This design comes from an exercise in tuning for small area and a short achievable clock period on the open sky130 flow, not from production work.
Only simulation tests tie the RTL to the original design; equivalence was not proved.
Power figures rest on the tool's default switching activity, not on a simulated workload.

### flow/design.v
module cpu (clk,clrn,inst,pc,alu_out,reg1,reg2);
    input  [31:0] inst;
    input         clk, clrn;
    output [31:0] pc;
    output [31:0] alu_out;
    output [31:0] reg1, reg2;
    wire [5:0] op = inst[31:26];
    wire [4:0] rc = inst[25:21];
    wire [4:0] ra = inst[20:16];
    wire [4:0] rb = inst[15:11];
    wire [3:0] f  = op[3:0];
    reg  [31:0] pc_q;
    reg  [31:0] r1, r2, r3, r4, r5;
    reg         zf_q, sf_q, cf_q;
    assign pc   = pc_q;
    assign reg1 = r5;
    assign reg2 = r4;
    wire [31:0] a = ({32{ra == 5'd1}} & r1) | ({32{ra == 5'd2}} & r2) |
                    ({32{ra == 5'd3}} & r3) | ({32{ra == 5'd4}} & r4) |
                    ({32{ra == 5'd5}} & r5);
    wire        imm_sel = ~op[5] & op[4];
    wire [31:0] b = ({32{~imm_sel & (rb == 5'd1)}} & r1) | ({32{~imm_sel & (rb == 5'd2)}} & r2) |
                    ({32{~imm_sel & (rb == 5'd3)}} & r3) | ({32{~imm_sel & (rb == 5'd4)}} & r4) |
                    ({32{~imm_sel & (rb == 5'd5)}} & r5) |
                    ({32{imm_sel}} & {{16{inst[15]}}, inst[15:0]});
    wire alu_grp = ~op[5];
    wire d_sub = alu_grp & ((f == 4'd1) | (f == 4'd9));
    wire d_mul = alu_grp & (f == 4'd2);
    wire d_and = alu_grp & (f == 4'd3);
    wire d_or  = alu_grp & (f == 4'd4);
    wire d_xor = alu_grp & (f == 4'd5);
    wire d_sll = alu_grp & (f == 4'd6);
    wire d_srl = alu_grp & (f == 4'd7);
    wire d_sra = alu_grp & (f == 4'd8);
    wire d_sum = ~(d_and | d_or | d_xor | d_sll | d_srl | d_sra);
    wire [15:0] ma = a[15:0];
    wire [15:0] mb = b[15:0];
    wire one0 = mb[0];
    wire two0 = mb[1] & ~mb[0];
    wire neg0 = mb[1];
    wire pp0_0 = (one0 & ma[0]) ^ neg0;
    wire pp0_1 = ((one0 & ma[1]) | (two0 & ma[0])) ^ neg0;
    wire pp0_2 = ((one0 & ma[2]) | (two0 & ma[1])) ^ neg0;
    wire pp0_3 = ((one0 & ma[3]) | (two0 & ma[2])) ^ neg0;
    wire pp0_4 = ((one0 & ma[4]) | (two0 & ma[3])) ^ neg0;
    wire pp0_5 = ((one0 & ma[5]) | (two0 & ma[4])) ^ neg0;
    wire pp0_6 = ((one0 & ma[6]) | (two0 & ma[5])) ^ neg0;
    wire pp0_7 = ((one0 & ma[7]) | (two0 & ma[6])) ^ neg0;
    wire pp0_8 = ((one0 & ma[8]) | (two0 & ma[7])) ^ neg0;
    wire pp0_9 = ((one0 & ma[9]) | (two0 & ma[8])) ^ neg0;
    wire pp0_10 = ((one0 & ma[10]) | (two0 & ma[9])) ^ neg0;
    wire pp0_11 = ((one0 & ma[11]) | (two0 & ma[10])) ^ neg0;
    wire pp0_12 = ((one0 & ma[12]) | (two0 & ma[11])) ^ neg0;
    wire pp0_13 = ((one0 & ma[13]) | (two0 & ma[12])) ^ neg0;
    wire pp0_14 = ((one0 & ma[14]) | (two0 & ma[13])) ^ neg0;
    wire pp0_15 = ((one0 & ma[15]) | (two0 & ma[14])) ^ neg0;
    wire pp0_16 = ((one0 & ma[15]) | (two0 & ma[15])) ^ neg0;
    wire one1 = mb[2] ^ mb[1];
    wire two1 = (mb[3] & ~mb[2] & ~mb[1]) | (~mb[3] & mb[2] & mb[1]);
    wire neg1 = mb[3];
    wire pp1_0 = (one1 & ma[0]) ^ neg1;
    wire pp1_1 = ((one1 & ma[1]) | (two1 & ma[0])) ^ neg1;
    wire pp1_2 = ((one1 & ma[2]) | (two1 & ma[1])) ^ neg1;
    wire pp1_3 = ((one1 & ma[3]) | (two1 & ma[2])) ^ neg1;
    wire pp1_4 = ((one1 & ma[4]) | (two1 & ma[3])) ^ neg1;
    wire pp1_5 = ((one1 & ma[5]) | (two1 & ma[4])) ^ neg1;
    wire pp1_6 = ((one1 & ma[6]) | (two1 & ma[5])) ^ neg1;
    wire pp1_7 = ((one1 & ma[7]) | (two1 & ma[6])) ^ neg1;
    wire pp1_8 = ((one1 & ma[8]) | (two1 & ma[7])) ^ neg1;
    wire pp1_9 = ((one1 & ma[9]) | (two1 & ma[8])) ^ neg1;
    wire pp1_10 = ((one1 & ma[10]) | (two1 & ma[9])) ^ neg1;
    wire pp1_11 = ((one1 & ma[11]) | (two1 & ma[10])) ^ neg1;
    wire pp1_12 = ((one1 & ma[12]) | (two1 & ma[11])) ^ neg1;
    wire pp1_13 = ((one1 & ma[13]) | (two1 & ma[12])) ^ neg1;
    wire pp1_14 = ((one1 & ma[14]) | (two1 & ma[13])) ^ neg1;
    wire pp1_15 = ((one1 & ma[15]) | (two1 & ma[14])) ^ neg1;
    wire pp1_16 = ((one1 & ma[15]) | (two1 & ma[15])) ^ neg1;
    wire one2 = mb[4] ^ mb[3];
    wire two2 = (mb[5] & ~mb[4] & ~mb[3]) | (~mb[5] & mb[4] & mb[3]);
    wire neg2 = mb[5];
    wire pp2_0 = (one2 & ma[0]) ^ neg2;
    wire pp2_1 = ((one2 & ma[1]) | (two2 & ma[0])) ^ neg2;
    wire pp2_2 = ((one2 & ma[2]) | (two2 & ma[1])) ^ neg2;
    wire pp2_3 = ((one2 & ma[3]) | (two2 & ma[2])) ^ neg2;
    wire pp2_4 = ((one2 & ma[4]) | (two2 & ma[3])) ^ neg2;
    wire pp2_5 = ((one2 & ma[5]) | (two2 & ma[4])) ^ neg2;
    wire pp2_6 = ((one2 & ma[6]) | (two2 & ma[5])) ^ neg2;
    wire pp2_7 = ((one2 & ma[7]) | (two2 & ma[6])) ^ neg2;
    wire pp2_8 = ((one2 & ma[8]) | (two2 & ma[7])) ^ neg2;
    wire pp2_9 = ((one2 & ma[9]) | (two2 & ma[8])) ^ neg2;
    wire pp2_10 = ((one2 & ma[10]) | (two2 & ma[9])) ^ neg2;
    wire pp2_11 = ((one2 & ma[11]) | (two2 & ma[10])) ^ neg2;
    wire pp2_12 = ((one2 & ma[12]) | (two2 & ma[11])) ^ neg2;
    wire pp2_13 = ((one2 & ma[13]) | (two2 & ma[12])) ^ neg2;
    wire pp2_14 = ((one2 & ma[14]) | (two2 & ma[13])) ^ neg2;
    wire pp2_15 = ((one2 & ma[15]) | (two2 & ma[14])) ^ neg2;
    wire pp2_16 = ((one2 & ma[15]) | (two2 & ma[15])) ^ neg2;
    wire one3 = mb[6] ^ mb[5];
    wire two3 = (mb[7] & ~mb[6] & ~mb[5]) | (~mb[7] & mb[6] & mb[5]);
    wire neg3 = mb[7];
    wire pp3_0 = (one3 & ma[0]) ^ neg3;
    wire pp3_1 = ((one3 & ma[1]) | (two3 & ma[0])) ^ neg3;
    wire pp3_2 = ((one3 & ma[2]) | (two3 & ma[1])) ^ neg3;
    wire pp3_3 = ((one3 & ma[3]) | (two3 & ma[2])) ^ neg3;
    wire pp3_4 = ((one3 & ma[4]) | (two3 & ma[3])) ^ neg3;
    wire pp3_5 = ((one3 & ma[5]) | (two3 & ma[4])) ^ neg3;
    wire pp3_6 = ((one3 & ma[6]) | (two3 & ma[5])) ^ neg3;
    wire pp3_7 = ((one3 & ma[7]) | (two3 & ma[6])) ^ neg3;
    wire pp3_8 = ((one3 & ma[8]) | (two3 & ma[7])) ^ neg3;
    wire pp3_9 = ((one3 & ma[9]) | (two3 & ma[8])) ^ neg3;
    wire pp3_10 = ((one3 & ma[10]) | (two3 & ma[9])) ^ neg3;
    wire pp3_11 = ((one3 & ma[11]) | (two3 & ma[10])) ^ neg3;
    wire pp3_12 = ((one3 & ma[12]) | (two3 & ma[11])) ^ neg3;
    wire pp3_13 = ((one3 & ma[13]) | (two3 & ma[12])) ^ neg3;
    wire pp3_14 = ((one3 & ma[14]) | (two3 & ma[13])) ^ neg3;
    wire pp3_15 = ((one3 & ma[15]) | (two3 & ma[14])) ^ neg3;
    wire pp3_16 = ((one3 & ma[15]) | (two3 & ma[15])) ^ neg3;
    wire one4 = mb[8] ^ mb[7];
    wire two4 = (mb[9] & ~mb[8] & ~mb[7]) | (~mb[9] & mb[8] & mb[7]);
    wire neg4 = mb[9];
    wire pp4_0 = (one4 & ma[0]) ^ neg4;
    wire pp4_1 = ((one4 & ma[1]) | (two4 & ma[0])) ^ neg4;
    wire pp4_2 = ((one4 & ma[2]) | (two4 & ma[1])) ^ neg4;
    wire pp4_3 = ((one4 & ma[3]) | (two4 & ma[2])) ^ neg4;
    wire pp4_4 = ((one4 & ma[4]) | (two4 & ma[3])) ^ neg4;
    wire pp4_5 = ((one4 & ma[5]) | (two4 & ma[4])) ^ neg4;
    wire pp4_6 = ((one4 & ma[6]) | (two4 & ma[5])) ^ neg4;
    wire pp4_7 = ((one4 & ma[7]) | (two4 & ma[6])) ^ neg4;
    wire pp4_8 = ((one4 & ma[8]) | (two4 & ma[7])) ^ neg4;
    wire pp4_9 = ((one4 & ma[9]) | (two4 & ma[8])) ^ neg4;
    wire pp4_10 = ((one4 & ma[10]) | (two4 & ma[9])) ^ neg4;
    wire pp4_11 = ((one4 & ma[11]) | (two4 & ma[10])) ^ neg4;
    wire pp4_12 = ((one4 & ma[12]) | (two4 & ma[11])) ^ neg4;
    wire pp4_13 = ((one4 & ma[13]) | (two4 & ma[12])) ^ neg4;
    wire pp4_14 = ((one4 & ma[14]) | (two4 & ma[13])) ^ neg4;
    wire pp4_15 = ((one4 & ma[15]) | (two4 & ma[14])) ^ neg4;
    wire pp4_16 = ((one4 & ma[15]) | (two4 & ma[15])) ^ neg4;
    wire one5 = mb[10] ^ mb[9];
    wire two5 = (mb[11] & ~mb[10] & ~mb[9]) | (~mb[11] & mb[10] & mb[9]);
    wire neg5 = mb[11];
    wire pp5_0 = (one5 & ma[0]) ^ neg5;
    wire pp5_1 = ((one5 & ma[1]) | (two5 & ma[0])) ^ neg5;
    wire pp5_2 = ((one5 & ma[2]) | (two5 & ma[1])) ^ neg5;
    wire pp5_3 = ((one5 & ma[3]) | (two5 & ma[2])) ^ neg5;
    wire pp5_4 = ((one5 & ma[4]) | (two5 & ma[3])) ^ neg5;
    wire pp5_5 = ((one5 & ma[5]) | (two5 & ma[4])) ^ neg5;
    wire pp5_6 = ((one5 & ma[6]) | (two5 & ma[5])) ^ neg5;
    wire pp5_7 = ((one5 & ma[7]) | (two5 & ma[6])) ^ neg5;
    wire pp5_8 = ((one5 & ma[8]) | (two5 & ma[7])) ^ neg5;
    wire pp5_9 = ((one5 & ma[9]) | (two5 & ma[8])) ^ neg5;
    wire pp5_10 = ((one5 & ma[10]) | (two5 & ma[9])) ^ neg5;
    wire pp5_11 = ((one5 & ma[11]) | (two5 & ma[10])) ^ neg5;
    wire pp5_12 = ((one5 & ma[12]) | (two5 & ma[11])) ^ neg5;
    wire pp5_13 = ((one5 & ma[13]) | (two5 & ma[12])) ^ neg5;
    wire pp5_14 = ((one5 & ma[14]) | (two5 & ma[13])) ^ neg5;
    wire pp5_15 = ((one5 & ma[15]) | (two5 & ma[14])) ^ neg5;
    wire pp5_16 = ((one5 & ma[15]) | (two5 & ma[15])) ^ neg5;
    wire one6 = mb[12] ^ mb[11];
    wire two6 = (mb[13] & ~mb[12] & ~mb[11]) | (~mb[13] & mb[12] & mb[11]);
    wire neg6 = mb[13];
    wire pp6_0 = (one6 & ma[0]) ^ neg6;
    wire pp6_1 = ((one6 & ma[1]) | (two6 & ma[0])) ^ neg6;
    wire pp6_2 = ((one6 & ma[2]) | (two6 & ma[1])) ^ neg6;
    wire pp6_3 = ((one6 & ma[3]) | (two6 & ma[2])) ^ neg6;
    wire pp6_4 = ((one6 & ma[4]) | (two6 & ma[3])) ^ neg6;
    wire pp6_5 = ((one6 & ma[5]) | (two6 & ma[4])) ^ neg6;
    wire pp6_6 = ((one6 & ma[6]) | (two6 & ma[5])) ^ neg6;
    wire pp6_7 = ((one6 & ma[7]) | (two6 & ma[6])) ^ neg6;
    wire pp6_8 = ((one6 & ma[8]) | (two6 & ma[7])) ^ neg6;
    wire pp6_9 = ((one6 & ma[9]) | (two6 & ma[8])) ^ neg6;
    wire pp6_10 = ((one6 & ma[10]) | (two6 & ma[9])) ^ neg6;
    wire pp6_11 = ((one6 & ma[11]) | (two6 & ma[10])) ^ neg6;
    wire pp6_12 = ((one6 & ma[12]) | (two6 & ma[11])) ^ neg6;
    wire pp6_13 = ((one6 & ma[13]) | (two6 & ma[12])) ^ neg6;
    wire pp6_14 = ((one6 & ma[14]) | (two6 & ma[13])) ^ neg6;
    wire pp6_15 = ((one6 & ma[15]) | (two6 & ma[14])) ^ neg6;
    wire pp6_16 = ((one6 & ma[15]) | (two6 & ma[15])) ^ neg6;
    wire one7 = mb[14] ^ mb[13];
    wire two7 = (mb[15] & ~mb[14] & ~mb[13]) | (~mb[15] & mb[14] & mb[13]);
    wire neg7 = mb[15];
    wire pp7_0 = (one7 & ma[0]) ^ neg7;
    wire pp7_1 = ((one7 & ma[1]) | (two7 & ma[0])) ^ neg7;
    wire pp7_2 = ((one7 & ma[2]) | (two7 & ma[1])) ^ neg7;
    wire pp7_3 = ((one7 & ma[3]) | (two7 & ma[2])) ^ neg7;
    wire pp7_4 = ((one7 & ma[4]) | (two7 & ma[3])) ^ neg7;
    wire pp7_5 = ((one7 & ma[5]) | (two7 & ma[4])) ^ neg7;
    wire pp7_6 = ((one7 & ma[6]) | (two7 & ma[5])) ^ neg7;
    wire pp7_7 = ((one7 & ma[7]) | (two7 & ma[6])) ^ neg7;
    wire pp7_8 = ((one7 & ma[8]) | (two7 & ma[7])) ^ neg7;
    wire pp7_9 = ((one7 & ma[9]) | (two7 & ma[8])) ^ neg7;
    wire pp7_10 = ((one7 & ma[10]) | (two7 & ma[9])) ^ neg7;
    wire pp7_11 = ((one7 & ma[11]) | (two7 & ma[10])) ^ neg7;
    wire pp7_12 = ((one7 & ma[12]) | (two7 & ma[11])) ^ neg7;
    wire pp7_13 = ((one7 & ma[13]) | (two7 & ma[12])) ^ neg7;
    wire pp7_14 = ((one7 & ma[14]) | (two7 & ma[13])) ^ neg7;
    wire pp7_15 = ((one7 & ma[15]) | (two7 & ma[14])) ^ neg7;
    wire pp7_16 = ((one7 & ma[15]) | (two7 & ma[15])) ^ neg7;
    wire hs1 = neg5 ^ pp0_10;
    wire hc2 = neg5 & pp0_10;
    wire hs3 = pp0_11 ^ pp1_9;
    wire hc4 = pp0_11 & pp1_9;
    wire fs5 = neg6 ^ pp0_12 ^ pp1_10;
    wire fc6 = (neg6 & pp0_12) | (neg6 & pp1_10) | (pp0_12 & pp1_10);
    wire hs7 = pp2_8 ^ pp3_6;
    wire hc8 = pp2_8 & pp3_6;
    wire fs9 = pp0_13 ^ pp1_11 ^ pp2_9;
    wire fc10 = (pp0_13 & pp1_11) | (pp0_13 & pp2_9) | (pp1_11 & pp2_9);
    wire hs11 = pp3_7 ^ pp4_5;
    wire hc12 = pp3_7 & pp4_5;
    wire fs13 = neg7 ^ pp0_14 ^ pp1_12;
    wire fc14 = (neg7 & pp0_14) | (neg7 & pp1_12) | (pp0_14 & pp1_12);
    wire fs15 = pp2_10 ^ pp3_8 ^ pp4_6;
    wire fc16 = (pp2_10 & pp3_8) | (pp2_10 & pp4_6) | (pp3_8 & pp4_6);
    wire hs17 = pp5_4 ^ pp6_2;
    wire hc18 = pp5_4 & pp6_2;
    wire fs19 = pp0_15 ^ pp1_13 ^ pp2_11;
    wire fc20 = (pp0_15 & pp1_13) | (pp0_15 & pp2_11) | (pp1_13 & pp2_11);
    wire fs21 = pp3_9 ^ pp4_7 ^ pp5_5;
    wire fc22 = (pp3_9 & pp4_7) | (pp3_9 & pp5_5) | (pp4_7 & pp5_5);
    wire hs23 = pp6_3 ^ pp7_1;
    wire hc24 = pp6_3 & pp7_1;
    wire fs25 = pp0_16 ^ pp1_14 ^ pp2_12;
    wire fc26 = (pp0_16 & pp1_14) | (pp0_16 & pp2_12) | (pp1_14 & pp2_12);
    wire fs27 = pp3_10 ^ pp4_8 ^ pp5_6;
    wire fc28 = (pp3_10 & pp4_8) | (pp3_10 & pp5_6) | (pp4_8 & pp5_6);
    wire hs29 = pp6_4 ^ pp7_2;
    wire hc30 = pp6_4 & pp7_2;
    wire fs31 = pp0_16 ^ pp1_15 ^ pp2_13;
    wire fc32 = (pp0_16 & pp1_15) | (pp0_16 & pp2_13) | (pp1_15 & pp2_13);
    wire fs33 = pp3_11 ^ pp4_9 ^ pp5_7;
    wire fc34 = (pp3_11 & pp4_9) | (pp3_11 & pp5_7) | (pp4_9 & pp5_7);
    wire hs35 = pp6_5 ^ pp7_3;
    wire hc36 = pp6_5 & pp7_3;
    wire fs37 = ~pp0_16 ^ ~pp1_16 ^ pp2_14;
    wire fc38 = (~pp0_16 & ~pp1_16) | (~pp0_16 & pp2_14) | (~pp1_16 & pp2_14);
    wire fs39 = pp3_12 ^ pp4_10 ^ pp5_8;
    wire fc40 = (pp3_12 & pp4_10) | (pp3_12 & pp5_8) | (pp4_10 & pp5_8);
    wire hs41 = pp6_6 ^ pp7_4;
    wire hc42 = pp6_6 & pp7_4;
    wire fs43 = 1'b1 ^ pp2_15 ^ pp3_13;
    wire fc44 = (1'b1 & pp2_15) | (1'b1 & pp3_13) | (pp2_15 & pp3_13);
    wire fs45 = pp4_11 ^ pp5_9 ^ pp6_7;
    wire fc46 = (pp4_11 & pp5_9) | (pp4_11 & pp6_7) | (pp5_9 & pp6_7);
    wire fs47 = ~pp2_16 ^ pp3_14 ^ pp4_12;
    wire fc48 = (~pp2_16 & pp3_14) | (~pp2_16 & pp4_12) | (pp3_14 & pp4_12);
    wire hs49 = 1'b1 ^ pp3_15;
    wire hc50 = 1'b1 & pp3_15;
    wire hs51 = neg3 ^ pp0_6;
    wire hc52 = neg3 & pp0_6;
    wire hs53 = pp0_7 ^ pp1_5;
    wire hc54 = pp0_7 & pp1_5;
    wire fs55 = neg4 ^ pp0_8 ^ pp1_6;
    wire fc56 = (neg4 & pp0_8) | (neg4 & pp1_6) | (pp0_8 & pp1_6);
    wire hs57 = pp2_4 ^ pp3_2;
    wire hc58 = pp2_4 & pp3_2;
    wire fs59 = pp0_9 ^ pp1_7 ^ pp2_5;
    wire fc60 = (pp0_9 & pp1_7) | (pp0_9 & pp2_5) | (pp1_7 & pp2_5);
    wire hs61 = pp3_3 ^ pp4_1;
    wire hc62 = pp3_3 & pp4_1;
    wire fs63 = pp1_8 ^ pp2_6 ^ pp3_4;
    wire fc64 = (pp1_8 & pp2_6) | (pp1_8 & pp3_4) | (pp2_6 & pp3_4);
    wire fs65 = pp4_2 ^ pp5_0 ^ hs1;
    wire fc66 = (pp4_2 & pp5_0) | (pp4_2 & hs1) | (pp5_0 & hs1);
    wire fs67 = pp2_7 ^ pp3_5 ^ pp4_3;
    wire fc68 = (pp2_7 & pp3_5) | (pp2_7 & pp4_3) | (pp3_5 & pp4_3);
    wire fs69 = pp5_1 ^ hc2 ^ hs3;
    wire fc70 = (pp5_1 & hc2) | (pp5_1 & hs3) | (hc2 & hs3);
    wire fs71 = pp4_4 ^ pp5_2 ^ pp6_0;
    wire fc72 = (pp4_4 & pp5_2) | (pp4_4 & pp6_0) | (pp5_2 & pp6_0);
    wire fs73 = hc4 ^ hs7 ^ fs5;
    wire fc74 = (hc4 & hs7) | (hc4 & fs5) | (hs7 & fs5);
    wire fs75 = pp5_3 ^ pp6_1 ^ hc8;
    wire fc76 = (pp5_3 & pp6_1) | (pp5_3 & hc8) | (pp6_1 & hc8);
    wire fs77 = hs11 ^ fc6 ^ fs9;
    wire fc78 = (hs11 & fc6) | (hs11 & fs9) | (fc6 & fs9);
    wire fs79 = pp7_0 ^ hc12 ^ hs17;
    wire fc80 = (pp7_0 & hc12) | (pp7_0 & hs17) | (hc12 & hs17);
    wire fs81 = fc10 ^ fs13 ^ fs15;
    wire fc82 = (fc10 & fs13) | (fc10 & fs15) | (fs13 & fs15);
    wire fs83 = hc18 ^ hs23 ^ fc14;
    wire fc84 = (hc18 & hs23) | (hc18 & fc14) | (hs23 & fc14);
    wire fs85 = fc16 ^ fs19 ^ fs21;
    wire fc86 = (fc16 & fs19) | (fc16 & fs21) | (fs19 & fs21);
    wire fs87 = hc24 ^ hs29 ^ fc20;
    wire fc88 = (hc24 & hs29) | (hc24 & fc20) | (hs29 & fc20);
    wire fs89 = fc22 ^ fs25 ^ fs27;
    wire fc90 = (fc22 & fs25) | (fc22 & fs27) | (fs25 & fs27);
    wire fs91 = hc30 ^ hs35 ^ fc26;
    wire fc92 = (hc30 & hs35) | (hc30 & fc26) | (hs35 & fc26);
    wire fs93 = fc28 ^ fs31 ^ fs33;
    wire fc94 = (fc28 & fs31) | (fc28 & fs33) | (fs31 & fs33);
    wire fs95 = hc36 ^ hs41 ^ fc32;
    wire fc96 = (hc36 & hs41) | (hc36 & fc32) | (hs41 & fc32);
    wire fs97 = fc34 ^ fs37 ^ fs39;
    wire fc98 = (fc34 & fs37) | (fc34 & fs39) | (fs37 & fs39);
    wire fs99 = pp7_5 ^ hc42 ^ fc38;
    wire fc100 = (pp7_5 & hc42) | (pp7_5 & fc38) | (hc42 & fc38);
    wire fs101 = fc40 ^ fs43 ^ fs45;
    wire fc102 = (fc40 & fs43) | (fc40 & fs45) | (fs43 & fs45);
    wire fs103 = pp5_10 ^ pp6_8 ^ pp7_6;
    wire fc104 = (pp5_10 & pp6_8) | (pp5_10 & pp7_6) | (pp6_8 & pp7_6);
    wire fs105 = fc44 ^ fc46 ^ fs47;
    wire fc106 = (fc44 & fc46) | (fc44 & fs47) | (fc46 & fs47);
    wire fs107 = pp4_13 ^ pp5_11 ^ pp6_9;
    wire fc108 = (pp4_13 & pp5_11) | (pp4_13 & pp6_9) | (pp5_11 & pp6_9);
    wire fs109 = pp7_7 ^ hs49 ^ fc48;
    wire fc110 = (pp7_7 & hs49) | (pp7_7 & fc48) | (hs49 & fc48);
    wire fs111 = ~pp3_16 ^ pp4_14 ^ pp5_12;
    wire fc112 = (~pp3_16 & pp4_14) | (~pp3_16 & pp5_12) | (pp4_14 & pp5_12);
    wire fs113 = pp6_10 ^ pp7_8 ^ hc50;
    wire fc114 = (pp6_10 & pp7_8) | (pp6_10 & hc50) | (pp7_8 & hc50);
    wire fs115 = 1'b1 ^ pp4_15 ^ pp5_13;
    wire fc116 = (1'b1 & pp4_15) | (1'b1 & pp5_13) | (pp4_15 & pp5_13);
    wire hs117 = pp6_11 ^ pp7_9;
    wire hc118 = pp6_11 & pp7_9;
    wire fs119 = ~pp4_16 ^ pp5_14 ^ pp6_12;
    wire fc120 = (~pp4_16 & pp5_14) | (~pp4_16 & pp6_12) | (pp5_14 & pp6_12);
    wire hs121 = 1'b1 ^ pp5_15;
    wire hc122 = 1'b1 & pp5_15;
    wire hs123 = neg2 ^ pp0_4;
    wire hc124 = neg2 & pp0_4;
    wire hs125 = pp0_5 ^ pp1_3;
    wire hc126 = pp0_5 & pp1_3;
    wire fs127 = pp1_4 ^ pp2_2 ^ pp3_0;
    wire fc128 = (pp1_4 & pp2_2) | (pp1_4 & pp3_0) | (pp2_2 & pp3_0);
    wire fs129 = pp2_3 ^ pp3_1 ^ hc52;
    wire fc130 = (pp2_3 & pp3_1) | (pp2_3 & hc52) | (pp3_1 & hc52);
    wire fs131 = pp4_0 ^ hc54 ^ hs57;
    wire fc132 = (pp4_0 & hc54) | (pp4_0 & hs57) | (hc54 & hs57);
    wire fs133 = hc58 ^ hs61 ^ fc56;
    wire fc134 = (hc58 & hs61) | (hc58 & fc56) | (hs61 & fc56);
    wire fs135 = hc62 ^ fc60 ^ fs63;
    wire fc136 = (hc62 & fc60) | (hc62 & fs63) | (fc60 & fs63);
    wire fs137 = fc64 ^ fs67 ^ fc66;
    wire fc138 = (fc64 & fs67) | (fc64 & fc66) | (fs67 & fc66);
    wire fs139 = fc68 ^ fs71 ^ fc70;
    wire fc140 = (fc68 & fs71) | (fc68 & fc70) | (fs71 & fc70);
    wire fs141 = fc72 ^ fs75 ^ fc74;
    wire fc142 = (fc72 & fs75) | (fc72 & fc74) | (fs75 & fc74);
    wire fs143 = fc76 ^ fs79 ^ fc78;
    wire fc144 = (fc76 & fs79) | (fc76 & fc78) | (fs79 & fc78);
    wire fs145 = fc80 ^ fs83 ^ fc82;
    wire fc146 = (fc80 & fs83) | (fc80 & fc82) | (fs83 & fc82);
    wire fs147 = fc84 ^ fs87 ^ fc86;
    wire fc148 = (fc84 & fs87) | (fc84 & fc86) | (fs87 & fc86);
    wire fs149 = fc88 ^ fs91 ^ fc90;
    wire fc150 = (fc88 & fs91) | (fc88 & fc90) | (fs91 & fc90);
    wire fs151 = fc92 ^ fs95 ^ fc94;
    wire fc152 = (fc92 & fs95) | (fc92 & fc94) | (fs95 & fc94);
    wire fs153 = fc96 ^ fs99 ^ fc98;
    wire fc154 = (fc96 & fs99) | (fc96 & fc98) | (fs99 & fc98);
    wire fs155 = fs103 ^ fc100 ^ fc102;
    wire fc156 = (fs103 & fc100) | (fs103 & fc102) | (fc100 & fc102);
    wire fs157 = fc104 ^ fs107 ^ fs109;
    wire fc158 = (fc104 & fs107) | (fc104 & fs109) | (fs107 & fs109);
    wire fs159 = fc108 ^ fs111 ^ fs113;
    wire fc160 = (fc108 & fs111) | (fc108 & fs113) | (fs111 & fs113);
    wire fs161 = hs117 ^ fc112 ^ fs115;
    wire fc162 = (hs117 & fc112) | (hs117 & fs115) | (fc112 & fs115);
    wire fs163 = pp7_10 ^ hc118 ^ fc116;
    wire fc164 = (pp7_10 & hc118) | (pp7_10 & fc116) | (hc118 & fc116);
    wire fs165 = pp6_13 ^ pp7_11 ^ hs121;
    wire fc166 = (pp6_13 & pp7_11) | (pp6_13 & hs121) | (pp7_11 & hs121);
    wire fs167 = ~pp5_16 ^ pp6_14 ^ pp7_12;
    wire fc168 = (~pp5_16 & pp6_14) | (~pp5_16 & pp7_12) | (pp6_14 & pp7_12);
    wire hs169 = 1'b1 ^ pp6_15;
    wire hc170 = 1'b1 & pp6_15;
    wire hs171 = neg1 ^ pp0_2;
    wire hc172 = neg1 & pp0_2;
    wire hs173 = pp0_3 ^ pp1_1;
    wire hc174 = pp0_3 & pp1_1;
    wire fs175 = pp1_2 ^ pp2_0 ^ hs123;
    wire fc176 = (pp1_2 & pp2_0) | (pp1_2 & hs123) | (pp2_0 & hs123);
    wire fs177 = pp2_1 ^ hc124 ^ hs125;
    wire fc178 = (pp2_1 & hc124) | (pp2_1 & hs125) | (hc124 & hs125);
    wire fs179 = hc126 ^ hs51 ^ fs127;
    wire fc180 = (hc126 & hs51) | (hc126 & fs127) | (hs51 & fs127);
    wire fs181 = hs53 ^ fc128 ^ fs129;
    wire fc182 = (hs53 & fc128) | (hs53 & fs129) | (fc128 & fs129);
    wire fs183 = fs55 ^ fc130 ^ fs131;
    wire fc184 = (fs55 & fc130) | (fs55 & fs131) | (fc130 & fs131);
    wire fs185 = fs59 ^ fc132 ^ fs133;
    wire fc186 = (fs59 & fc132) | (fs59 & fs133) | (fc132 & fs133);
    wire fs187 = fs65 ^ fc134 ^ fs135;
    wire fc188 = (fs65 & fc134) | (fs65 & fs135) | (fc134 & fs135);
    wire fs189 = fs69 ^ fc136 ^ fs137;
    wire fc190 = (fs69 & fc136) | (fs69 & fs137) | (fc136 & fs137);
    wire fs191 = fs73 ^ fc138 ^ fs139;
    wire fc192 = (fs73 & fc138) | (fs73 & fs139) | (fc138 & fs139);
    wire fs193 = fs77 ^ fc140 ^ fs141;
    wire fc194 = (fs77 & fc140) | (fs77 & fs141) | (fc140 & fs141);
    wire fs195 = fs81 ^ fc142 ^ fs143;
    wire fc196 = (fs81 & fc142) | (fs81 & fs143) | (fc142 & fs143);
    wire fs197 = fs85 ^ fc144 ^ fs145;
    wire fc198 = (fs85 & fc144) | (fs85 & fs145) | (fc144 & fs145);
    wire fs199 = fs89 ^ fc146 ^ fs147;
    wire fc200 = (fs89 & fc146) | (fs89 & fs147) | (fc146 & fs147);
    wire fs201 = fs93 ^ fc148 ^ fs149;
    wire fc202 = (fs93 & fc148) | (fs93 & fs149) | (fc148 & fs149);
    wire fs203 = fs97 ^ fc150 ^ fs151;
    wire fc204 = (fs97 & fc150) | (fs97 & fs151) | (fc150 & fs151);
    wire fs205 = fs101 ^ fc152 ^ fs153;
    wire fc206 = (fs101 & fc152) | (fs101 & fs153) | (fc152 & fs153);
    wire fs207 = fs105 ^ fc154 ^ fs155;
    wire fc208 = (fs105 & fc154) | (fs105 & fs155) | (fc154 & fs155);
    wire fs209 = fc106 ^ fc156 ^ fs157;
    wire fc210 = (fc106 & fc156) | (fc106 & fs157) | (fc156 & fs157);
    wire fs211 = fc110 ^ fs159 ^ fc158;
    wire fc212 = (fc110 & fs159) | (fc110 & fc158) | (fs159 & fc158);
    wire fs213 = fc114 ^ fs161 ^ fc160;
    wire fc214 = (fc114 & fs161) | (fc114 & fc160) | (fs161 & fc160);
    wire fs215 = fs119 ^ fs163 ^ fc162;
    wire fc216 = (fs119 & fs163) | (fs119 & fc162) | (fs163 & fc162);
    wire fs217 = fc120 ^ fs165 ^ fc164;
    wire fc218 = (fc120 & fs165) | (fc120 & fc164) | (fs165 & fc164);
    wire fs219 = hc122 ^ fs167 ^ fc166;
    wire fc220 = (hc122 & fs167) | (hc122 & fc166) | (fs167 & fc166);
    wire fs221 = pp7_13 ^ hs169 ^ fc168;
    wire fc222 = (pp7_13 & hs169) | (pp7_13 & fc168) | (hs169 & fc168);
    wire fs223 = ~pp6_16 ^ pp7_14 ^ hc170;
    wire fc224 = (~pp6_16 & pp7_14) | (~pp6_16 & hc170) | (pp7_14 & hc170);
    wire hs225 = 1'b1 ^ pp7_15;
    wire hc226 = 1'b1 & pp7_15;
    wire [31:0] ms = {1'b1, ~pp7_16, hs225, fs223, fs221, fs219, fs217, fs215, fs213, fs211, fs209, fs207, fs205, fs203, fs201, fs199, fs197, fs195, fs193, fs191, fs189, fs187, fs185, fs183, fs181, fs179, fs177, fs175, hs173, hs171, pp0_1, neg0};
    wire [31:0] mc = {1'b0, hc226, fc224, fc222, fc220, fc218, fc216, fc214, fc212, fc210, fc208, fc206, fc204, fc202, fc200, fc198, fc196, fc194, fc192, fc190, fc188, fc186, fc184, fc182, fc180, fc178, fc176, hc174, hc172, pp1_0, 1'b0, pp0_0};
    wire [31:0] x = d_mul ? ms : a;
    wire [31:0] y = d_mul ? mc : (b ^ {32{d_sub}});
    wire        cin = d_sub;
    wire g0_0 = x[0] & y[0];
    wire p0_0 = x[0] ^ y[0];
    wire g0_1 = x[1] & y[1];
    wire p0_1 = x[1] ^ y[1];
    wire g0_2 = x[2] & y[2];
    wire p0_2 = x[2] ^ y[2];
    wire g0_3 = x[3] & y[3];
    wire p0_3 = x[3] ^ y[3];
    wire g0_4 = x[4] & y[4];
    wire p0_4 = x[4] ^ y[4];
    wire g0_5 = x[5] & y[5];
    wire p0_5 = x[5] ^ y[5];
    wire g0_6 = x[6] & y[6];
    wire p0_6 = x[6] ^ y[6];
    wire g0_7 = x[7] & y[7];
    wire p0_7 = x[7] ^ y[7];
    wire g0_8 = x[8] & y[8];
    wire p0_8 = x[8] ^ y[8];
    wire g0_9 = x[9] & y[9];
    wire p0_9 = x[9] ^ y[9];
    wire g0_10 = x[10] & y[10];
    wire p0_10 = x[10] ^ y[10];
    wire g0_11 = x[11] & y[11];
    wire p0_11 = x[11] ^ y[11];
    wire g0_12 = x[12] & y[12];
    wire p0_12 = x[12] ^ y[12];
    wire g0_13 = x[13] & y[13];
    wire p0_13 = x[13] ^ y[13];
    wire g0_14 = x[14] & y[14];
    wire p0_14 = x[14] ^ y[14];
    wire g0_15 = x[15] & y[15];
    wire p0_15 = x[15] ^ y[15];
    wire g0_16 = x[16] & y[16];
    wire p0_16 = x[16] ^ y[16];
    wire g0_17 = x[17] & y[17];
    wire p0_17 = x[17] ^ y[17];
    wire g0_18 = x[18] & y[18];
    wire p0_18 = x[18] ^ y[18];
    wire g0_19 = x[19] & y[19];
    wire p0_19 = x[19] ^ y[19];
    wire g0_20 = x[20] & y[20];
    wire p0_20 = x[20] ^ y[20];
    wire g0_21 = x[21] & y[21];
    wire p0_21 = x[21] ^ y[21];
    wire g0_22 = x[22] & y[22];
    wire p0_22 = x[22] ^ y[22];
    wire g0_23 = x[23] & y[23];
    wire p0_23 = x[23] ^ y[23];
    wire g0_24 = x[24] & y[24];
    wire p0_24 = x[24] ^ y[24];
    wire g0_25 = x[25] & y[25];
    wire p0_25 = x[25] ^ y[25];
    wire g0_26 = x[26] & y[26];
    wire p0_26 = x[26] ^ y[26];
    wire g0_27 = x[27] & y[27];
    wire p0_27 = x[27] ^ y[27];
    wire g0_28 = x[28] & y[28];
    wire p0_28 = x[28] ^ y[28];
    wire g0_29 = x[29] & y[29];
    wire p0_29 = x[29] ^ y[29];
    wire g0_30 = x[30] & y[30];
    wire p0_30 = x[30] ^ y[30];
    wire g0_31 = x[31] & y[31];
    wire p0_31 = x[31] ^ y[31];
    wire gg0 = g0_0 | (p0_0 & cin);
    wire G227 = g0_1 | (p0_1 & gg0);
    wire G229 = g0_3 | (p0_3 & g0_2);
    wire P230 = p0_3 & p0_2;
    wire G231 = g0_5 | (p0_5 & g0_4);
    wire P232 = p0_5 & p0_4;
    wire G233 = g0_7 | (p0_7 & g0_6);
    wire P234 = p0_7 & p0_6;
    wire G235 = g0_9 | (p0_9 & g0_8);
    wire P236 = p0_9 & p0_8;
    wire G237 = g0_11 | (p0_11 & g0_10);
    wire P238 = p0_11 & p0_10;
    wire G239 = g0_13 | (p0_13 & g0_12);
    wire P240 = p0_13 & p0_12;
    wire G241 = g0_15 | (p0_15 & g0_14);
    wire P242 = p0_15 & p0_14;
    wire G243 = g0_17 | (p0_17 & g0_16);
    wire P244 = p0_17 & p0_16;
    wire G245 = g0_19 | (p0_19 & g0_18);
    wire P246 = p0_19 & p0_18;
    wire G247 = g0_21 | (p0_21 & g0_20);
    wire P248 = p0_21 & p0_20;
    wire G249 = g0_23 | (p0_23 & g0_22);
    wire P250 = p0_23 & p0_22;
    wire G251 = g0_25 | (p0_25 & g0_24);
    wire P252 = p0_25 & p0_24;
    wire G253 = g0_27 | (p0_27 & g0_26);
    wire P254 = p0_27 & p0_26;
    wire G255 = g0_29 | (p0_29 & g0_28);
    wire P256 = p0_29 & p0_28;
    wire G257 = g0_31 | (p0_31 & g0_30);
    wire P258 = p0_31 & p0_30;
    wire G259 = g0_2 | (p0_2 & G227);
    wire G261 = G229 | (P230 & G227);
    wire G263 = g0_6 | (p0_6 & G231);
    wire P264 = p0_6 & P232;
    wire G265 = G233 | (P234 & G231);
    wire P266 = P234 & P232;
    wire G267 = g0_10 | (p0_10 & G235);
    wire P268 = p0_10 & P236;
    wire G269 = G237 | (P238 & G235);
    wire P270 = P238 & P236;
    wire G271 = g0_14 | (p0_14 & G239);
    wire P272 = p0_14 & P240;
    wire G273 = G241 | (P242 & G239);
    wire P274 = P242 & P240;
    wire G275 = g0_18 | (p0_18 & G243);
    wire P276 = p0_18 & P244;
    wire G277 = G245 | (P246 & G243);
    wire P278 = P246 & P244;
    wire G279 = g0_22 | (p0_22 & G247);
    wire P280 = p0_22 & P248;
    wire G281 = G249 | (P250 & G247);
    wire P282 = P250 & P248;
    wire G283 = g0_26 | (p0_26 & G251);
    wire P284 = p0_26 & P252;
    wire G285 = G253 | (P254 & G251);
    wire P286 = P254 & P252;
    wire G287 = g0_30 | (p0_30 & G255);
    wire P288 = p0_30 & P256;
    wire G289 = G257 | (P258 & G255);
    wire P290 = P258 & P256;
    wire G291 = g0_4 | (p0_4 & G261);
    wire G293 = G231 | (P232 & G261);
    wire G295 = G263 | (P264 & G261);
    wire G297 = G265 | (P266 & G261);
    wire G299 = g0_12 | (p0_12 & G269);
    wire P300 = p0_12 & P270;
    wire G301 = G239 | (P240 & G269);
    wire P302 = P240 & P270;
    wire G303 = G271 | (P272 & G269);
    wire P304 = P272 & P270;
    wire G305 = G273 | (P274 & G269);
    wire P306 = P274 & P270;
    wire G307 = g0_20 | (p0_20 & G277);
    wire P308 = p0_20 & P278;
    wire G309 = G247 | (P248 & G277);
    wire P310 = P248 & P278;
    wire G311 = G279 | (P280 & G277);
    wire P312 = P280 & P278;
    wire G313 = G281 | (P282 & G277);
    wire P314 = P282 & P278;
    wire G315 = g0_28 | (p0_28 & G285);
    wire P316 = p0_28 & P286;
    wire G317 = G255 | (P256 & G285);
    wire P318 = P256 & P286;
    wire G319 = G287 | (P288 & G285);
    wire P320 = P288 & P286;
    wire G321 = G289 | (P290 & G285);
    wire P322 = P290 & P286;
    wire G323 = g0_8 | (p0_8 & G297);
    wire G325 = G235 | (P236 & G297);
    wire G327 = G267 | (P268 & G297);
    wire G329 = G269 | (P270 & G297);
    wire G331 = G299 | (P300 & G297);
    wire G333 = G301 | (P302 & G297);
    wire G335 = G303 | (P304 & G297);
    wire G337 = G305 | (P306 & G297);
    wire G339 = g0_24 | (p0_24 & G313);
    wire P340 = p0_24 & P314;
    wire G341 = G251 | (P252 & G313);
    wire P342 = P252 & P314;
    wire G343 = G283 | (P284 & G313);
    wire P344 = P284 & P314;
    wire G345 = G285 | (P286 & G313);
    wire P346 = P286 & P314;
    wire G347 = G315 | (P316 & G313);
    wire P348 = P316 & P314;
    wire G349 = G317 | (P318 & G313);
    wire P350 = P318 & P314;
    wire G351 = G319 | (P320 & G313);
    wire P352 = P320 & P314;
    wire G353 = G321 | (P322 & G313);
    wire P354 = P322 & P314;
    wire G355 = g0_16 | (p0_16 & G337);
    wire G357 = G243 | (P244 & G337);
    wire G359 = G275 | (P276 & G337);
    wire G361 = G277 | (P278 & G337);
    wire G363 = G307 | (P308 & G337);
    wire G365 = G309 | (P310 & G337);
    wire G367 = G311 | (P312 & G337);
    wire G369 = G313 | (P314 & G337);
    wire G371 = G339 | (P340 & G337);
    wire G373 = G341 | (P342 & G337);
    wire G375 = G343 | (P344 & G337);
    wire G377 = G345 | (P346 & G337);
    wire G379 = G347 | (P348 & G337);
    wire G381 = G349 | (P350 & G337);
    wire G383 = G351 | (P352 & G337);
    wire G385 = G353 | (P354 & G337);
    wire [31:0] g = {g0_31, g0_30, g0_29, g0_28, g0_27, g0_26, g0_25, g0_24, g0_23, g0_22, g0_21, g0_20, g0_19, g0_18, g0_17, g0_16, g0_15, g0_14, g0_13, g0_12, g0_11, g0_10, g0_9, g0_8, g0_7, g0_6, g0_5, g0_4, g0_3, g0_2, g0_1, g0_0};
    wire [31:0] p = {p0_31, p0_30, p0_29, p0_28, p0_27, p0_26, p0_25, p0_24, p0_23, p0_22, p0_21, p0_20, p0_19, p0_18, p0_17, p0_16, p0_15, p0_14, p0_13, p0_12, p0_11, p0_10, p0_9, p0_8, p0_7, p0_6, p0_5, p0_4, p0_3, p0_2, p0_1, p0_0};
    wire [31:0] c = {G383, G381, G379, G377, G375, G373, G371, G369, G367, G365, G363, G361, G359, G357, G355, G337, G335, G333, G331, G329, G327, G325, G323, G297, G295, G293, G291, G261, G259, G227, gg0, cin};
    wire        cout = G385;
    wire        right = d_srl | d_sra;
    wire        fill  = d_sra & a[31];
    reg  [31:0] a_rev;
    integer i;
    always @* for (i = 0; i < 32; i = i + 1) a_rev[i] = a[31-i];
    wire [32:0] sw = {right ? a : a_rev, 1'b0};
    wire [4:0]  n  = b[4:0];
    wire [32:0] s0 = n[0] ? {{1{fill}},  sw[32:1]}  : sw;
    wire [32:0] s1 = n[1] ? {{2{fill}},  s0[32:2]}  : s0;
    wire [32:0] s2 = n[2] ? {{4{fill}},  s1[32:4]}  : s1;
    wire [32:0] s3 = n[3] ? {{8{fill}},  s2[32:8]}  : s2;
    wire [32:0] s4 = n[4] ? {{16{fill}}, s3[32:16]} : s3;
    reg  [31:0] shl;
    always @* for (i = 0; i < 32; i = i + 1) shl[i] = s4[32-i];
    wire [31:0] pr = ({32{d_sum | d_or | d_xor}} & p) |
                     ({32{d_and | d_or}} & g) |
                     ({32{d_sll}} & shl) |
                     ({32{right}} & s4[32:1]);
    wire [31:0] r = pr ^ ({32{d_sum}} & c);
    wire cf = (d_sum & ~d_mul & cout) | ((d_sll | right) & s4[0]);
    assign alu_out = r;
    wire wreg = alu_grp & (f <= 4'd8);
    always @(posedge clk or negedge clrn)
        if (!clrn) begin
            r1 <= 0; r2 <= 0; r3 <= 0; r4 <= 0; r5 <= 0;
        end else if (wreg) begin
            if (rc == 5'd1) r1 <= r;
            if (rc == 5'd2) r2 <= r;
            if (rc == 5'd3) r3 <= r;
            if (rc == 5'd4) r4 <= r;
            if (rc == 5'd5) r5 <= r;
        end
    always @(posedge clk or negedge clrn)
        if (!clrn) begin
            zf_q <= 0; sf_q <= 0; cf_q <= 0;
        end else begin
            zf_q <= ~|r; sf_q <= r[31]; cf_q <= cf;
        end
    reg take;
    always @* begin
        case (f)
            4'd0:  take = 1'b1;
            4'd1:  take = zf_q & ~sf_q;
            4'd2:  take = ~zf_q;
            4'd3:  take = sf_q & ~zf_q;
            4'd4:  take = sf_q | zf_q;
            4'd5:  take = ~sf_q & ~zf_q;
            4'd6:  take = ~sf_q | zf_q;
            4'd7:  take = cf_q;
            4'd8:  take = ~cf_q;
            4'd9:  take = zf_q;
            4'd10: take = ~zf_q;
            default: take = 1'b0;
        endcase
    end
    wire jmp = op[5] & op[4] & take;
    wire [32:0] ic;
    assign ic[0] = 1'b1;
    genvar k;
    generate for (k = 0; k < 32; k = k + 1) begin : inc
        assign ic[k+1] = ic[k] & pc_q[k];
    end endgenerate
    wire [31:0] pc1 = pc_q ^ ic[31:0];
    always @(posedge clk or negedge clrn)
        if (!clrn) pc_q <= 0;
        else       pc_q <= jmp ? {24'b0, inst[25:18]} : pc1;
endmodule
### flow/flow/run.sh
#!/bin/bash
# The standard layout, with the port buffers made from sky130_fd_sc_hd__buf_1
# cells instead of the cell buffer_ports picks by default, and timing repair
# aiming at a setup slack margin of 4.5 ns.
set -euo pipefail
bash standard.sh synth > synth.log 2>&1
bash standard.sh "BUFFER_PORTS_ARGS=-buffer_cell sky130_fd_sc_hd__buf_1" SETUP_SLACK_MARGIN=4.5 finish > layout.log 2>&1
### flow/standard.sh
#!/bin/bash
# synth_recipe.tcl (not shown) runs the flow's synth.tcl, then flattens the netlist and writes it again
# the make line also repeats each setting of config.mk as NAME=value (left out here)
make -C /OpenROAD-flow-scripts/flow DESIGN_CONFIG=/design/flow/config.mk WORK_HOME=/design/flow/orfs CLKGATE_MAP_FILE= SYNTH_SCRIPT=/design/flow/synth_recipe.tcl "${@:-finish}"
### flow/config.mk
export PLATFORM = sky130hd
export DESIGN_NAME = cpu
export DESIGN_NICKNAME = cpu
export VERILOG_FILES = /design/flow/design.v
export SDC_FILE = /design/flow/constraint.sdc
export NUM_CORES = 4
export LEC_CHECK = 0
export ABC_AREA = 1
export CAP_MARGIN = 20
export CORE_MARGIN = 2
export CORE_UTILIZATION = 40
export SETUP_SLACK_MARGIN = 5
export SLEW_MARGIN = 20
export TNS_END_PERCENT = 0
### flow/constraint.sdc
create_clock -name core_clock -period 20.0 [get_ports {clk}]
set_input_delay 4.0000 -clock core_clock [delete_from_list [all_inputs] [get_ports {clk}]]
set_output_delay 4.0000 -clock core_clock [all_outputs]
set_load 0.01 [all_outputs]
==> results.toml, run 1 <==
[critical_path]
cp.required_ns = 16.00
rrSetupSlack_ns = 12.23
crit_arrival_ns = 11.32
startpoint = "inst[18]"
max_stage_delay_ns = 0.53
r2r_end = "zf_q"
start_kind = "input port"
worstPathMaxFanout = 19
end_kind = "output pin"
cp_slowest_cell = "fa_1"
r2r_cells = 31
critPathKind = "in -> out"
r2r-start = "r2[2]"

[timing]
fin_setup_tns_ns = 0
hold_viol_final = 0
holdWs_ns = 0.526
tightest_slew_ns = 1.00
fmax_mhz = 65.3
fin_crit_sh_pct = 76.6
period_minus_slack_ns = 15.32
slew_violations = 0
rsz0062_at_grt = "yes"
finalSetupViolCount = 0
relSlewSlack_pct = 33.3
clock_skew_ns = 0.0159

[layout]
final_cell_area_mm2 = 0.0235
utilization_pct = 45.0
drive_above_1_share_pct = 7.69
multi_input_area_mm2 = 0.0140
n_fill_cell = 5452
syn2layout_area_growth_pct = 11.8
nets = 3443
seqCellArea_mm2 = 0.00488

[synth]
synth_edf_count = 0
ys_warn_count = 1
synthSimpleGateAreaFrac_pct = 30.4
yosysSeqAreaShare_pct = 23.2
synth-seq-cells = 195
async_flop_share_pct = 100
yosysUniqueCellTypes = 48
synth_top_family_by_area = "simple AND/OR/NAND/NOR gates"
synth-xor-area-share_pct = 5.83
ys.flop_type = "dfrtp_1"
netlist_area_mm2 = 0.0210
synth_largest_area_cell = "dfrtp_1"
synth_top_area_share_pct = 23.2
syn_area_per_cell_um2 = 6.68
yosys-top-cells-area = "dfrtp_1 (23%), nand2_1 (12%), nand3_1 (11%)"
netlist_instances = 3148
synthMuxAreaShare_pct = 0
synth_compound_area_share_pct = 15.7
syn-num-nets = 3351
synth_fa_ha_area_share_pct = 13.2

[clock_network]
clkSlewWorstSetupHoldPaths_ns = 0.08
cts_tree = "done"
root_buffer = "clkbuf_16"
cts_hold_buf = 0
clk_latency_ns = 0.48
htreeDepth = 4
cts_buffer_depth = 2
cts_buffers = 17
cts_sinks = 195

[routing]
vias = 23900
detail-route-antenna-nets = 0
finalWirelength_mm = 101
firstDrtPassIters = 6
vias_per_cell = 6.06
drtIter0Drc = 3068
route.detailed.drc = 0
routedWlPerCell_um = 25.5

[worst_hold_path]
hold_end = "pc_q[0]"
whs_path_depth = 1
hold_start = "pc_q[0]"
hold_path_class = "reg -> reg"

[grt]
grt_pass1_wl_mm = 145
grt_max_degree = 94
grt-ovfl-total = 0
grtUsageTotal_pct = 36.3
grt_pass1_vias = 21900
antenna_found_initial = 2

[placement]
gpl.final_weighted_congestion = 1.04
placed_area_mm2 = 0.0222
portBuffers = 161
dp_hpwl_mm = 76.0

[pwr]
ir_drop_v = 0.0000565
powerDensity_mw_per_mm2 = 80.1
total_power_mw = 1.88
p_leak_nw = 11.5

[flow_run]
drv_cap = 0

[floorplan]
pin_count = 162
rows = 84
core_area_mm2 = 0.0522
die_h_um = 233
initial_utilization_pct = 40.2
dieWidth_um = 233
die_area_mm2 = 0.0544

[status]
status = "finished clean"
-- metrics by stage --
step	worst slack, ns	instances
floorplan	5.86	3148
global placement	3.42	3861
detailed placement	3.27	3861
CTS	4.50	3903
global route	4.44	3941
finish	4.68	3945
-- cell type report --
class / instances / area share (%)
clock buffers: 18 / 1.87
repair buffers: 256 / 6.25
clock inverters: 14 / 0.575
multi-input cells: 2337 / 59.7
well taps: 688 / 3.66
flip-flops and latches: 195 / 20.8
inverters: 433 / 7.14
diodes: 4 / 0.0426
-- layer usage --
layer / up-vias / wire, um / global-route usage [%] / share of wire [%]
li1: 10600 / - / - / -
met1: 11600 / 40800 / 49.0 / 40
met2: 1438 / 45400 / 57.9 / 45
met3: 256 / 9100 / 4.85 / 9.0
met4: 0 / 5500 / 16.3 / 5.5
met5: - / 0 / 0 / 0
-- sequential cells by signal (all words and copies together) (netlist names) --
name / flops
cf_q: 1
pc_q: 32
r1: 32
r2: 32
r3: 32
r4: 32
r5: 32
sf_q: 1
zf_q: 1
-- power by group --
group | switching (mW) | total [mW] | internal [mW]
clock | 0.188 | 0.357 | 0.169
combinational | 0.671 | 0.986 | 0.315
sequential | 0.0643 | 0.538 | 0.474
total | 0.923 | 1.88 | 0.958
-- cell usage in the layout (no fill, tap or decap), drive strengths merged, types with 2 or more instances in the layout --
| cell type | Yosys | final |
|---|---|---|
| o22ai | 140 | 140 |
| clkinv | 5 | 9 |
| o21ai | 262 | 262 |
| a211oi | 2 | 2 |
| a21oi | 42 | 42 |
| fa | 88 | 88 |
| a221oi | 17 | 17 |
| o21a | 2 | 2 |
| o221ai | 17 | 17 |
| a31oi | 35 | 35 |
| nor3 | 12 | 12 |
| o21bai | 3 | 3 |
| clkinvlp | 0 | 11 |
| diode | 0 | 4 |
| xor2 | 138 | 138 |
| buf | 76 | 252 |
| a22oi | 34 | 34 |
| nand4 | 54 | 54 |
| o211ai | 4 | 4 |
| clkbuf | 110 | 22 |
| nor4 | 11 | 11 |
| nor2 | 251 | 253 |
| dfrtp | 195 | 195 |
| ha | 81 | 81 |
| xnor2 | 2 | 2 |
| inv | 428 | 427 |
| nand2 | 666 | 667 |
| nand3 | 464 | 464 |
| or2 | 2 | 2 |
-- Yosys cell counts (7+ instances only) --
| master | number |
|---|---|
| a221oi_1 | 17 |
| nand2_2 | 16 |
| ha_1 | 81 |
| nand2_1 | 649 |
| nor4_1 | 7 |
| o221ai_1 | 17 |
| buf_4 | 11 |
| a22oi_1 | 34 |
| o21ai_0 | 249 |
| buf_2 | 49 |
| nand3_1 | 464 |
| a31oi_1 | 35 |
| buf_1 | 15 |
| nor2_1 | 242 |
| nand4_1 | 54 |
| xor2_1 | 138 |
| o22ai_1 | 140 |
| inv_2 | 24 |
| nor3_1 | 11 |
| inv_1 | 404 |
| o21ai_1 | 12 |
| a21oi_1 | 42 |
| clkbuf_1 | 110 |
| fa_1 | 88 |
| dfrtp_1 | 195 |
-- worst max-delay path: cells and delay by family --
kind	cells	cell delay [ns]
buffers and inverters	12	2.08
AND/OR/NAND/NOR	13	2.20
adder cells (fa/ha/maj)	5	2.23
AO/OA/AOI/OAI	3	0.51
XOR/XNOR	1	0.24
-- how the worst max path moves through the flow --
stage | to | slack, ns
after detailed placement | alu_out[29] | 3.27
after CTS | alu_out[31] | 4.50
after global routing | alu_out[29] | 4.44
after global placement | alu_out[30] | 3.42
final | alu_out[31] | 4.68
after floorplan | alu_out[29] | 5.86
-- logic make-up after synthesis --
family | Yosys count
and+or+nand+nor | 1461
buffers and inverters | 619
AOI/OAI and AO/OA | 564
DFF | 195
adders and majority gates | 169
xor gates and xnor gates | 140
-- what timing repair did --
action | CTS | global route
setup buffers | 9 | 34
gates resized for setup | 44 | 55
cloned | 1 | 3
endpoints found under the setup margin | 18 | 16
pin swaps | 2 | 5
endpoints found under the hold margin | 0 | 0
==> run 2, diff against run 1 <==
==> flow/flow/run.sh (replaced) <==
#!/bin/bash
# The standard layout, with the port buffers made from sky130_fd_sc_hd__buf_1
# cells instead of the cell buffer_ports picks by default, and timing repair
# aiming at a setup slack margin of 4.75 ns.
set -euo pipefail
bash standard.sh synth > synth.log 2>&1
bash standard.sh "BUFFER_PORTS_ARGS=-buffer_cell sky130_fd_sc_hd__buf_1" SETUP_SLACK_MARGIN=4.75 finish > layout.log 2>&1
==> run 2 against run 1 <==
Still clean. Sequential power barely moved. Fmax rose by 1.9%. Non-clock buffer count rose by 32. Register-to-register slack improved by 0.16 ns. Die area did not move. Area after synthesis did not move. Sequential cell count did not move. Via count rose by 1.7%. Routed wire length rose by 1.9%. Clock-buffer cell count did not move. First-iteration DRC count rose by 1.0%. Synthesized cell count did not move. Critical path type unchanged. Critical endpoint is now alu_out[30]. Highest routed layer unchanged.
==> results.toml, run 2 <==
[grt]
grt_pass1_vias = 22000
top_usage_layer = "met2"
grt_max_degree = 94
use_met3_pct = 4.99
grt_use_met2_pct = 58.0
use_met1_pct = 49.1
grtUsageTotal_pct = 36.4
grt-ovfl-total = 0
grt_pass1_wl_mm = 146
antenna_found_initial = 2

[clock_network]
clk_latency_ns = 0.48
cts_buffer_depth = 2
root_buffer = "clkbuf_16"
htreeDepth = 4
cts_hold_buf = 0
clkSlewWorstSetupHoldPaths_ns = 0.08
cts_buffers = 17
cts_tree = "done"
cts_sinks = 195

[routing]
vias = 24300
vias_per_cell = 6.12
drtIter0Drc = 3100
route.detailed.drc = 0
routedWlPerCell_um = 25.8
firstDrtPassIters = 7
finalWirelength_mm = 103
detail-route-antenna-nets = 0

[synth]
synth_common_cells = "nand2_1 (649), nand3_1 (464), inv_1 (404)"
synth_largest_area_cell = "dfrtp_1"
synth-seq-cells = 195
syn-num-nets = 3351
yosys-top-cells-area = "dfrtp_1 (23%), nand2_1 (12%), nand3_1 (11%)"
async_flop_share_pct = 100
synth_most_common_cell = "nand2_1"
netlist_instances = 3148
syn_area_per_cell_um2 = 6.68
yosysUniqueCellTypes = 48
yosysSeqAreaShare_pct = 23.2
netlist_area_mm2 = 0.0210
ys.flop_type = "dfrtp_1"
synth_edf_count = 0
synth_top_area_share_pct = 23.2
ys_warn_count = 1

[timing]
fmax_mhz = 66.5
period_minus_slack_ns = 15.04
fin_setup_tns_ns = 0
slew_violations = 0
hold_viol_final = 0
holdWs_ns = 0.535
tightest_slew_ns = 0.998
clock_skew_ns = 0.0157
relSlewSlack_pct = 33.5
fin_crit_sh_pct = 75.2
rsz0062_at_grt = "yes"
finalSetupViolCount = 0

[layout]
drive_above_1_share_pct = 9.34
syn2layout_area_growth_pct = 14.3
stdcell_count = 3980
mostFrequentLayoutCell = "nand2_1"
layout_common_cells = "nand2_1 (618), nand3_1 (462), inv_1 (391)"
nets = 3478
utilization_pct = 46.0
n_fill_cell = 5399

[floorplan]
core_area_mm2 = 0.0522
die_h_um = 233
rows = 84
pin_count = 162
initial_utilization_pct = 40.2
die_area_mm2 = 0.0544
dieWidth_um = 233

[critical_path]
crit_arrival_ns = 11.04
worstPathMaxFanout = 14
cpMostUsedCell = "inv_1"
start_kind = "input port"
cp.required_ns = 16.00
cp_slowest_cell = "fa_1"
max_stage_delay_ns = 0.55
end_kind = "output pin"
critPathKind = "in -> out"

[worst_hold_path]
hold_path_class = "reg -> reg"

[placement]
portBuffers = 161
gpl.final_weighted_congestion = 1.04
dp_hpwl_mm = 76.0
place_inst = 3861

[pwr]
p_leak_nw = 11.7
total_power_mw = 1.90
powerDensity_mw_per_mm2 = 79.1
ir_drop_v = 0.0000568

[flow_run]
drv_cap = 0

[status]
status = "finished clean"
[run 2: cell counts after synthesis]
Identical to the previous run, type by type.
[run 2: repair_timing]
action,in CTS,in global routing
endpoints found under the setup margin,19,17
hold endpoints to repair,0,0
setup buffers,31,42
pin swaps,5,15
cloned,1,8
resized for setup,64,89
[run 2: area by class of cell]
| class | count | area [um^2] | area share (%) |
|---|---|---|---|
| Inverter | 433 | 1700 | 7.07 |
| Multi-Input combinational cell | 2340 | 14200 | 59.1 |
| Antenna cell | 4 | 10.0 | 0.0417 |
| Clock inverter | 14 | 135 | 0.563 |
| Tap cell | 688 | 861 | 3.58 |
| Timing Repair Buffer | 288 | 1790 | 7.47 |
| Clock buffer | 18 | 439 | 1.83 |
| Sequential cell | 195 | 4880 | 20.3 |
[run 2: power breakdown]
part / switching, mW / total [mW] / internal, mW
clock: 0.188 / 0.358 / 0.169
combinational: 0.679 / 1.00 / 0.324
sequential: 0.0647 / 0.538 / 0.474
[run 2: kinds of logic after synthesis]
kind of cell	Yosys count	share of synthesized area [%]
adders and majority gates	169	13.2
AOI/OAI and AO/OA	564	15.7
and+or+nand+nor	1461	30.4
DFF	195	23.2
xor gates and xnor gates	140	5.83
buffers and inverters	619	11.6
[run 2: critical path, delay by kind of cell]
kind            cells  cell delay (ns)
simple gates       13             2.41
fa+ha+maj           5             2.35
buf+inv            12             1.33
compound gates      5             0.93
[run 2: routing by layer]
metal	vias to the layer above	share of wire, %
li1	10700	-
met1	11800	41
met2	1518	45
met3	277	9.0
met4	0	5.5
met5	-	0
[run 2: worst paths after layout]
check,startpoint,slack (ns),cells after the start,end
hold reg to reg,pc_q[0],0.53,1,pc_q[0]
hold / removal,pc_q[0],0.53,1,pc_q[0]
min in group asynchronous,clrn,3.61,1,r1[28]
setup / recovery,inst[16],4.96,35,alu_out[30]
max in group asynchronous,clrn,14.89,2,r1[5]
setup reg to reg,r2[2],12.39,32,zf_q
[run 2: per-stage QoR]
step / cell area (um^2) / setup WS, ns
floorplan: 21000 / 5.86
global route: 24000 / 4.69
finish: 24000 / 4.96
global placement: 22200 / 3.42
detailed placement: 22200 / 3.27
CTS: 23200 / 4.72

## re-timing with driven ports
The results above use ideal ports. As a check the final layouts listed here were re-extracted and re-timed, cells and wires unchanged.
Step 1, drivers: a clkbuf_16 drives clk and a buf_2 each remaining input, both assumed.
Step 2 also shifts input and output timing later by t, the mid clock arrival at the registers, as if the neighbouring blocks saw the same clock.
Slacks: no drivers / after step 1 / after step 2; pairs: no drivers / after step 1.
run	shift t [ns]	setup WS [ns]	worst data-port slew with drivers (ns)
run 1	0.525	4.676 / 4.643 / 4.643	0.07
run 2	0.528	4.957 / 4.913 / 4.913	0.07
After both steps every run listed still meets setup and hold. For run 2, which loses most, drivers alone change the setup slack by -0.044 ns; drivers and shift together by -0.044 ns.
